Context: an optimization exercise on an open-source flow, tuned for small area, a short achievable clock period and few clock cycles. The choices shown serve that exercise and are no tape-out recipe.
The RTL was checked by simulation tests, not by an equivalence proof against the original design.
No activity file was given, so power comes from the tool's default toggle rates.

==> flow/design.v (excerpt) <==
module gift_shop_part1(
    input clk,
    input rst,
    input [31:0] data_in,
    input valid_in,
    output ready,
    output reg finished,
    output [63:0] result
);
clock: 10.0 ns
lec_check: 0
cap_margin: 20
core_margin: 2
core_utilization: 40
place_density: 0.6
setup_slack_margin: 5
slew_margin: 20
standard.sh (not shown) runs the stock make flow with config.mk's settings and CLKGATE_MAP_FILE= SYNTH_SCRIPT=/design/flow/synth_recipe.tcl, a recipe that flattens the netlist after the stock synthesis.
==> flow/flow/run.sh <==
#!/bin/bash
set -euo pipefail
R=orfs/results/sky130hd/gift_shop_part1/base
CTS="-sink_clustering_enable -repair_clock_nets -sink_clustering_size 20 -sink_clustering_max_diameter 80 -buf_list {sky130_fd_sc_hd__clkbuf_8 sky130_fd_sc_hd__clkbuf_16} -dont_use_dummy_load"
KNOBS=(BUFFER_PORTS_ARGS="-buffer_cell sky130_fd_sc_hd__buf_1" SETUP_SLACK_MARGIN=5.7 CTS_ARGS="$CTS")
bash standard.sh "${KNOBS[@]}" synth > standard_synth.log 2>&1
cp $R/1_2_yosys.v $R/1_2_yosys.orig.v
python3 flow/polar.py $R/1_2_yosys.orig.v $R/1_2_yosys.v > polar.log 2>&1
rm -f $R/1_synth.odb
bash standard.sh "${KNOBS[@]}" finish > standard_make.log 2>&1
Other scripts of this flow, unchanged in this note and not shown: flow/flow/polar.py
Testbench counts at the start, summed over its fixed seeds: cycles 6,976.
Then changed:
--- a/flow/flow/run.sh
+++ b/flow/flow/run.sh
@@ -3,3 +3,3 @@
 R=orfs/results/sky130hd/gift_shop_part1/base
-CTS="-sink_clustering_enable -repair_clock_nets -sink_clustering_size 20 -sink_clustering_max_diameter 80 -buf_list {sky130_fd_sc_hd__clkbuf_8 sky130_fd_sc_hd__clkbuf_16} -dont_use_dummy_load"
+CTS="-sink_clustering_enable -repair_clock_nets -sink_clustering_size 25 -sink_clustering_max_diameter 100 -buf_list {sky130_fd_sc_hd__clkbuf_16} -dont_use_dummy_load"
 KNOBS=(BUFFER_PORTS_ARGS="-buffer_cell sky130_fd_sc_hd__buf_1" SETUP_SLACK_MARGIN=5.7 CTS_ARGS="$CTS")
=>
- design area grows by 0.54%
- total power shrinks by 1.6%
- setup slack barely changes
- wire length grows by 1.0%
- clock skew barely changes
- utilization grows by 0.24 points
- area after synthesis stays the same
- count of clock-buffer cells in the layout shrinks by 5
- via count hardly moves
Then changed:
==> flow/flow/run.sh (replaced) <==
#!/bin/bash
set -euo pipefail
R=orfs/results/sky130hd/gift_shop_part1/base
KNOBS=(BUFFER_PORTS_ARGS="-buffer_cell sky130_fd_sc_hd__buf_1" SETUP_SLACK_MARGIN=5.7)
bash standard.sh "${KNOBS[@]}" synth > standard_synth.log 2>&1
cp $R/1_2_yosys.v $R/1_2_yosys.orig.v
python3 flow/polar.py $R/1_2_yosys.orig.v $R/1_2_yosys.v > polar.log 2>&1
rm -f $R/1_synth.odb
bash standard.sh "${KNOBS[@]}" finish > standard_make.log 2>&1
--- a/flow/config.mk
+++ b/flow/config.mk
@@ -10,2 +10,5 @@
 export CORE_UTILIZATION = 40
+export CTS_BUF_LIST = sky130_fd_sc_hd__clkbuf_8 sky130_fd_sc_hd__clkbuf_16
+export CTS_CLUSTER_DIAMETER = 80
+export CTS_CLUSTER_SIZE = 20
 export PLACE_DENSITY = 0.6
After rerunning:
- hold slack is worse by 0.0033 ns
- design area hardly moves
- combinational power barely changes
- via count stays flat
- cell count went up by 0.31%
- clock power increases by 25%
- synthesized cell count stays the same
- global-route usage hardly moves
- clock-buffer cell count is higher by 5
- total power goes up by 4.3%
Then changed:
--- a/flow/config.mk
+++ b/flow/config.mk
@@ -9,7 +9,5 @@
 export CORE_MARGIN = 2
-export CORE_UTILIZATION = 40
-export CTS_BUF_LIST = sky130_fd_sc_hd__clkbuf_8 sky130_fd_sc_hd__clkbuf_16
-export CTS_CLUSTER_DIAMETER = 80
-export CTS_CLUSTER_SIZE = 20
-export PLACE_DENSITY = 0.6
+export CORE_UTILIZATION = 30
+export CTS_BUF_LIST = sky130_fd_sc_hd__clkbuf_4 sky130_fd_sc_hd__clkbuf_8
+export PLACE_DENSITY = 0.5
 export SETUP_SLACK_MARGIN = 5
Effect: Routed wire length goes up by 9.4%. Setup slack improves by 0.0034 ns. Clock skew is higher by 0.020 ns. Die area came out higher by 33%. First-iteration DRC count shrinks by 18%.

[port drivers added, routing unchanged]
No port has a modelled driver above. Below, the same layouts with a new extraction and two added sets of constraints. Step 1 sets driving cells, clkbuf_16 on the clock port and buf_2 on the other inputs (assumed; they add their load-dependent delay and slew). Step 2 also shifts input and output timing later by t, the mid clock arrival at the registers, as if the neighbouring blocks saw the same clock. a / b / c = ideal / step 1 / step 2; a / b = the first two.
run	shift t [ns]	setup WS [ns]	worst hold slack (ns)	slew at the worst register clock pin (ns)	worst data-port slew with drivers (ns)
the first run	0.589	5.731 / 5.679 / 5.244	0.332 / 0.332 / 0.332	0.09 / 0.09	0.05
the second run	0.585	5.731 / 5.681 / 5.248	0.337 / 0.337 / 0.337	0.11 / 0.11	0.05
the third run	0.603	5.731 / 5.679 / 5.244	0.334 / 0.334 / 0.334	0.09 / 0.09	0.05
the fourth run	0.712	5.734 / 5.679 / 5.190	0.329 / 0.329 / 0.329	0.07 / 0.07	0.06
After both steps setup and hold are still met in every run listed. For the fourth run, which loses most, drivers alone change the setup slack by -0.055 ns; drivers and shift together by -0.544 ns.
